Source: an optimization exercise on an open RTL-to-GDS flow (aim: small area). Production flows keep margins and buffers that such runs may drop.
The RTL was checked by simulation tests, not by an equivalence proof against the original design.
No driver is modelled on the clock port, so clocking that relies on it looks cheaper here than on a real chip.
Power figures rest on the tool's default switching activity, not on a simulated workload.

==> module pong_next, before the edit <==
module pong_next(
		input            resetn,
		input      [3:0] KEY,
		input      [2:0] mode,
		input      [7:0] X,
		input      [6:0] Y,
		input            C,
		input      [6:0] P1, P2, BX, BY,
		input            VXN,
		input      [2:0] VY,
		output reg [2:0] mode_d,
		output reg [7:0] X_d,
		output reg [6:0] Y_d,
		output reg       C_d,
		output reg [6:0] P1_d, P2_d, BX_d, BY_d,
		output reg       VXN_d,
		output reg [2:0] VY_d,
		output     [7:0] x,
		output     [6:0] y,
		output     [2:0] colour,
		output           plot
	);
	function ge8(input [7:0] a, input [7:0] k);
		integer i;
		begin
			ge8 = 1'b1;
			for (i = 0; i < 8; i = i + 1)
				ge8 = k[i] ? (a[i] & ge8) : (a[i] | ge8);
		end
	endfunction
	function le8(input [7:0] a, input [7:0] k);
		integer i;
		begin
			le8 = 1'b1;
			for (i = 0; i < 8; i = i + 1)
				le8 = k[i] ? (~a[i] | le8) : (~a[i] & le8);
		end
	endfunction
	function [7:0] diff7(input [6:0] a, input [6:0] b);
		integer i;
		reg c;
		begin
			c = 1'b0;
			for (i = 0; i < 7; i = i + 1) begin
				diff7[i] = a[i] ^ ~b[i] ^ c;
				c = (a[i] & ~b[i]) | (c & (a[i] ^ ~b[i]));
			end
			diff7[7] = c;
		end
	endfunction
	function [6:0] adds7(input [6:0] a, input [2:0] b);
		integer i;
		reg c, bi;
		begin
			c = 1'b0;
			for (i = 0; i < 7; i = i + 1) begin
				bi = b[(i < 2) ? i : 2];
				adds7[i] = a[i] ^ bi ^ c;
				c = (a[i] & bi) | (c & (a[i] ^ bi));
			end
		end
	endfunction
	function [7:0] inc8(input [7:0] a);
		integer i;
		reg t;
		begin
			t = 1'b1;
			for (i = 0; i < 8; i = i + 1) begin
				inc8[i] = a[i] ^ t;
				t = t & a[i];
			end
		end
	endfunction
	function [6:0] incdec7(input [6:0] a, input en, input dn);
		integer i;
		reg t;
		begin
			t = en;
			for (i = 0; i < 7; i = i + 1) begin
				incdec7[i] = a[i] ^ t;
				t = t & (a[i] ^ dn);
			end
		end
	endfunction
	localparam [2:0] M_UPD   = 3'b000;
	localparam [2:0] M_RESET = 3'b001;
	localparam [2:0] M_D0    = 3'b011;    
	localparam [2:0] M_PAUSE = 3'b100;
	localparam [2:0] M_DRAW  = 3'b101;
	localparam [2:0] M_ERASE = 3'b111;
	wire upd   = ~mode[2] & ~mode[1] & ~mode[0];
	wire m_d0  = ~mode[2] & mode[1];
	wire m_ps  = mode[2] & ~mode[0];
	wire m_er  = mode[2] & mode[1];
	wire y120  = &Y[6:3];               
	wire x160  = X[7] & X[5];           
	wire x159  = X[7] & (&X[4:0]);
	wire dup   = x160 & ~y120;
	wire [7:0] xo = {X[7:6], X[5] & ~dup, X[4:0] | {5{dup}}};
	assign plot   = mode[0];
	assign x      = xo;
	assign y      = Y;
	assign colour = {2'b00, C};
	wire [7:0] xinc = inc8(X);
	wire [7:0] yinc8 = inc8({1'b0, Y});
	wire [6:0] yinc = yinc8[6:0];
	wire       psel = upd ? BX[6] : xo[7];
	wire [6:0] Pm   = psel ? P2 : P1;
	wire [6:0] Am   = upd ? BY : Y;
	wire [7:0] S    = diff7(Am, Pm);        
	wire       pm6  = (Pm[6:3] != 4'd0) | (Pm[2] & Pm[1]);    
	wire       pm7  = (Pm[6:3] != 4'd0) | (&Pm[2:0]);         
	wire [6:0] u    = xo[7:1];
	wire in_bx = (BX != 7'd0) & ((u == BX) | (xo[0] & (xinc[7:1] == BX)));
	wire [7:0] SB   = diff7(Y, BY);         
	wire in_by = (BY[6:1] != 6'd0) & ((Y == BY) | (yinc == BY) | ({1'b0, Y} == {1'b0, BY} + 8'd1));
	wire in_p  = pm6 & ge8(S, 8'd122) & le8(S, 8'd132) &
	             (xo == 8'd3 || xo == 8'd4 || xo == 8'd155 || xo == 8'd156);
	wire f = in_p | (in_bx & in_by);
	wire near6 = ge8(S, 8'd121) & le8(S, 8'd133) & pm6;   
	wire face1 = (BX == 7'd3)  & near6;
	wire face2 = (BX == 7'd76) & ge8(S, 8'd120) & le8(S, 8'd134) & pm7;
	wire side  = ((BX == 7'd2) | (BX == 7'd77)) & near6;
	wire wall  = ((BY == 7'd2) | (BY == 7'd117)) & (BX[6:1] != 6'd0) &
	             ~(BX[6] & (BX[5] | BX[4] | (&BX[3:0])));    
	wire face  = face1 | face2;
	wire up    = face1 ? le8(S, 8'd125) : le8(S, 8'd130);
	wire mid   = face1 & ge8(S, 8'd126) & le8(S, 8'd128);
	wire [2:0] vym = {VY[2] ^ ~(VY[1] | VY[0]), VY[1] ^ ~VY[0], ~VY[0]};   
	wire [2:0] vyp = {VY[2] ^ (VY[1] & VY[0]), VY[1] ^ VY[0], ~VY[0]};      
	reg  [2:0] nVY;
	always @(*) begin
		if (wall | side)  nVY = ~vym;           
		else if (!face)   nVY = VY;
		else if (mid)     nVY = 3'd0;
		else if (up)      nVY = vym;
		else              nVY = vyp;
	end
	wire p1dn = ~KEY[2] & (P1[6:2] != 5'd0);                        
	wire p1up = ~KEY[3] & ~(&P1[6:4] & (P1[3] | P1[2]));            
	wire p2dn = ~KEY[0] & (P2[6:2] != 5'd0);
	wire p2up = ~KEY[1] & ~(&P2[6:4] & (P2[3] | P2[2]));
	always @(*) begin
		mode_d = mode; X_d = X; Y_d = Y; C_d = C; P1_d = P1; P2_d = P2;
		BX_d = BX; BY_d = BY; VXN_d = VXN; VY_d = VY;
		if (!resetn) begin
			mode_d = M_RESET;
			X_d = 8'd156;
			Y_d = 7'd0;
			C_d = 1'b0;
			P1_d = 7'd59;
			P2_d = 7'd59;
			BX_d = 7'd40;
			BY_d = 7'd59;
			VXN_d = 1'b0;
			VY_d = 3'd0;
		end else begin
			P1_d = incdec7(P1, upd & (p1dn | p1up), p1dn);
			P2_d = incdec7(P2, upd & (p2dn | p2up), p2dn);
			BX_d = incdec7(BX, upd, VXN);
			VXN_d = VXN ^ (upd & face & ~wall);
			if (upd) begin
				VY_d = nVY;
				BY_d = adds7(BY, VY);
			end
			case ({mode[2] | mode[1], mode[0]})
				2'b01:   mode_d = M_UPD;                      
				2'b00:   mode_d = X[5] ? M_DRAW : M_D0;       
				default: begin
					if (m_d0) begin
						X_d = 8'd0;
						Y_d = 7'd0;
					end else if (x160) begin
						X_d = (y120 && m_ps) ? 8'd28 : 8'd0;
						Y_d = y120 ? (m_ps ? 7'd82 : 7'd0) : yinc;
					end else
						X_d = xinc;
					if (x159 && y120)
						mode_d = m_er ? M_UPD : m_ps ? M_ERASE : M_PAUSE;
					else if (m_d0)
						mode_d = M_DRAW;
					if (m_er)
						C_d = 1'b0;
					else if (!m_ps && !(x159 && !y120))
						C_d = f;
				end
			endcase
		end
	end
endmodule
clock: 10.0 ns
lec_check: 0
abc_area: 1
cap_margin: 20
core_margin: 2
core_utilization: 40
gpl_timing_driven: 0
slew_margin: 20
standard.sh (not shown) runs the stock make flow with config.mk's settings and CLKGATE_MAP_FILE= SYNTH_SCRIPT=/design/flow/synth_recipe.tcl, a recipe that flattens the netlist after the stock synthesis.
==> flow/flow/run.sh <==
#!/bin/bash
# Own layout flow: the standard synthesis, then an area re-mapping of its
# combinational logic (flip-flops untouched; each candidate is checked
# equivalent to the standard netlist with ABC's cec, and the smallest is kept),
# then the standard layout with buf_1 port buffers and a clock tree of two
# clkbuf_16 buffers (the standard CTS, without dummy loads, as a fallback).
set -euo pipefail
WORK=$(pwd)
FLOWDIR=$WORK/flow
R=$WORK/orfs/results/$FLOW_PLATFORM/GoodButFixBallMotion/base
LIB=$FLOW_HOME/platforms/$FLOW_PLATFORM/lib/sky130_fd_sc_hd__tt_025C_1v80.lib

export BUFFER_PORTS_ARGS="-buffer_cell sky130_fd_sc_hd__buf_1"
export CTS_ARGS="-sink_clustering_enable -repair_clock_nets -dont_use_dummy_load"

bash standard.sh synth > $WORK/synth.log 2>&1

cp $R/1_2_yosys.v $WORK/std_netlist.v
yosys -q -l $WORK/blif_std_netlist.log -p "read_liberty -ignore_miss_func $LIB; read_verilog $WORK/std_netlist.v; hierarchy -top $FLOW_TOP; flatten; opt_clean; techmap; opt_clean; write_blif -gates $WORK/std_netlist.blif" > /dev/null 2>&1

DU=""
for c in $(cat $FLOWDIR/dont_use.txt); do DU="$DU -dont_use $c"; done
NC=${NUM_CORES:-4}
cands=""
for t in $(seq 1 16); do
  ROUND="strash;\&get,-n;\&deepsyn,-T,15,-S,$t;\&put;dch;amap"
  sed -e "s#@LIB@#$LIB#g" -e "s#@IN@#$WORK/std_netlist.v#" -e "s#@TOP@#$FLOW_TOP#g" \
      -e "s#@DONTUSE@#$DU#" -e "s#@OUT@#$WORK/reopt_$t.v#" \
      -e "s#@SCRIPT@#$ROUND;$ROUND;$ROUND;topo#" \
      $FLOWDIR/reopt.ys.in > $WORK/reopt_$t.ys
  ( yosys -l $WORK/reopt_$t.log -q $WORK/reopt_$t.ys > /dev/null 2>&1 &&
    yosys -q -l $WORK/blif_reopt_$t.log -p "read_liberty -ignore_miss_func $LIB; read_verilog $WORK/reopt_$t.v; hierarchy -top $FLOW_TOP; flatten; opt_clean; techmap; opt_clean; write_blif -gates $WORK/reopt_$t.blif" > /dev/null 2>&1 &&
    yosys-abc -c "cec -n $WORK/std_netlist.blif $WORK/reopt_$t.blif" > $WORK/cec_$t.log 2>&1 ) || true &
  cands="$cands $t"
  if (( t % NC == 0 )); then wait; fi
done
wait
best=""
for t in $cands; do
  if [[ -f $WORK/cec_$t.log ]] && grep -q "Networks are equivalent" $WORK/cec_$t.log; then
    a=$(grep "Chip area" $WORK/reopt_$t.log | tail -1 | awk '{print $NF}')
    echo "candidate $t area $a" >> $WORK/reopt_choice.log
    if [[ -z "$best" ]] || awk "BEGIN{exit !($a < $besta)}"; then best=$t; besta=$a; fi
  else
    echo "candidate $t not proven equivalent" >> $WORK/reopt_choice.log
  fi
done
if [[ -n "$best" ]]; then
  echo "using candidate $best" >> $WORK/reopt_choice.log
  cp $WORK/reopt_$best.v $R/1_2_yosys.v
  touch $R/1_2_yosys.v
else
  echo "no equivalent candidate, keeping the standard netlist" >> $WORK/reopt_choice.log
fi

# placement, then a clock tree of two strong buffers in place of CTS (the
# standard CTS is kept if its clock slew estimate is too high)
bash standard.sh place > $WORK/place.log 2>&1
if LIB=$LIB IN_ODB=$R/3_place.odb IN_SDC=$R/3_place.sdc OUT_ODB=$WORK/clock.odb OUT_SDC=$WORK/clock.sdc \
   NBUF=2 CLKBUF=sky130_fd_sc_hd__clkbuf_16 CLKNET=CLOCK_50 MAX_SLEW=0.115 \
   openroad -no_init -exit $FLOWDIR/clock.tcl > $WORK/clock.log 2>&1 && [[ -f $WORK/clock.odb && -f $WORK/clock.sdc ]]; then
  cp $WORK/clock.odb $R/4_1_cts.odb
  sleep 1
  cp $WORK/clock.odb $R/4_cts.odb
  sleep 1
  cp $WORK/clock.sdc $R/4_cts.sdc
  echo "own clock tree" >> $WORK/reopt_choice.log
else
  echo "standard CTS" >> $WORK/reopt_choice.log
fi

bash standard.sh > $WORK/layout.log 2>&1
Other scripts of this flow, unchanged in this note and not shown: flow/flow/clock.tcl, flow/flow/dont_use.txt, flow/flow/reopt.ys.in
Change:
--- a/flow/design.v
+++ b/flow/design.v
@@ -123,16 +123,13 @@
 	localparam [2:0] M_UPD   = 3'b000;
 	localparam [2:0] M_RESET = 3'b001;
 	localparam [2:0] M_D0    = 3'b011;    
 	localparam [2:0] M_PAUSE = 3'b100;
 	localparam [2:0] M_DRAW  = 3'b101;
 	localparam [2:0] M_ERASE = 3'b111;
-	wire upd   = ~mode[2] & ~mode[1] & ~mode[0];
-	wire m_d0  = ~mode[2] & mode[1];
-	wire m_ps  = mode[2] & ~mode[0];
-	wire m_er  = mode[2] & mode[1];
+	wire upd   = (mode == M_UPD);
 	wire y120  = &Y[6:3];               
 	wire x160  = X[7] & X[5];           
 	wire x159  = X[7] & (&X[4:0]);
 	wire dup   = x160 & ~y120;
 	wire [7:0] xo = {X[7:6], X[5] & ~dup, X[4:0] | {5{dup}}};
 	assign plot   = mode[0];
@@ -198,31 +195,35 @@
 			BX_d = incdec7(BX, upd, VXN);
 			VXN_d = VXN ^ (upd & face & ~wall);
 			if (upd) begin
 				VY_d = nVY;
 				BY_d = adds7(BY, VY);
 			end
-			case ({mode[2] | mode[1], mode[0]})
-				2'b01:   mode_d = M_UPD;                      
-				2'b00:   mode_d = X[5] ? M_DRAW : M_D0;       
+			case (mode)
+				M_RESET: mode_d = M_UPD;
+				M_UPD:   mode_d = X[5] ? M_DRAW : M_D0;
 				default: begin
-					if (m_d0) begin
+					if (mode == M_D0) begin
 						X_d = 8'd0;
 						Y_d = 7'd0;
 					end else if (x160) begin
-						X_d = (y120 && m_ps) ? 8'd28 : 8'd0;
-						Y_d = y120 ? (m_ps ? 7'd82 : 7'd0) : yinc;
+						X_d = (y120 && mode == M_PAUSE) ? 8'd28 : 8'd0;
+						Y_d = y120 ? ((mode == M_PAUSE) ? 7'd82 : 7'd0) : yinc;
 					end else
 						X_d = xinc;
-					if (x159 && y120)
-						mode_d = m_er ? M_UPD : m_ps ? M_ERASE : M_PAUSE;
-					else if (m_d0)
+					if (x159 && y120) begin
+						case (mode)
+							M_DRAW:  mode_d = M_PAUSE;
+							M_PAUSE: mode_d = M_ERASE;
+							default: mode_d = M_UPD;
+						endcase
+					end else if (mode == M_D0)
 						mode_d = M_DRAW;
-					if (m_er)
+					if (mode == M_ERASE)
 						C_d = 1'b0;
-					else if (!m_ps && !(x159 && !y120))
+					else if (mode != M_PAUSE && !(x159 && !y120))
 						C_d = f;
 				end
 			endcase
 		end
 	end
 endmodule
Total power grows by well over a third.
Clock-buffer cell count does not change.
Combinational power went up by well over a third.
Clock power increases slightly.
Wire length climbs slightly.
Design area rises slightly.

==> what the ideal ports hide <==
Ports are ideal in the flow. The routed layouts listed here were re-timed in OpenROAD.
Step 1 sets driving cells, clkbuf_16 on the clock port and buf_2 on the other inputs (assumed; they add their load-dependent delay and slew).
Step 2 moves the port delays by t, midway between the first and last clock arrival at a register: inputs arrive t later, outputs are due t later. That takes back most of the time a late clock gives input paths.
Slacks: ideal / step 1 / step 2; pairs: ideal / step 1.
| run | t, ns | setup WS [ns] | hold slack, ns | clock arrival spread, ns | pins driven straight from the clock port |
|---|---|---|---|---|---|
| the first run | 0.210 | 2.008 / 2.008 / 2.008 | 0.502 / 0.502 / 0.502 | 0.013 / 0.013 | 2 |
| the second run | 0.211 | 1.978 / 1.978 / 1.978 | 0.513 / 0.513 / 0.513 | 0.014 / 0.013 | 2 |
After both steps setup and hold are still met in every run listed.
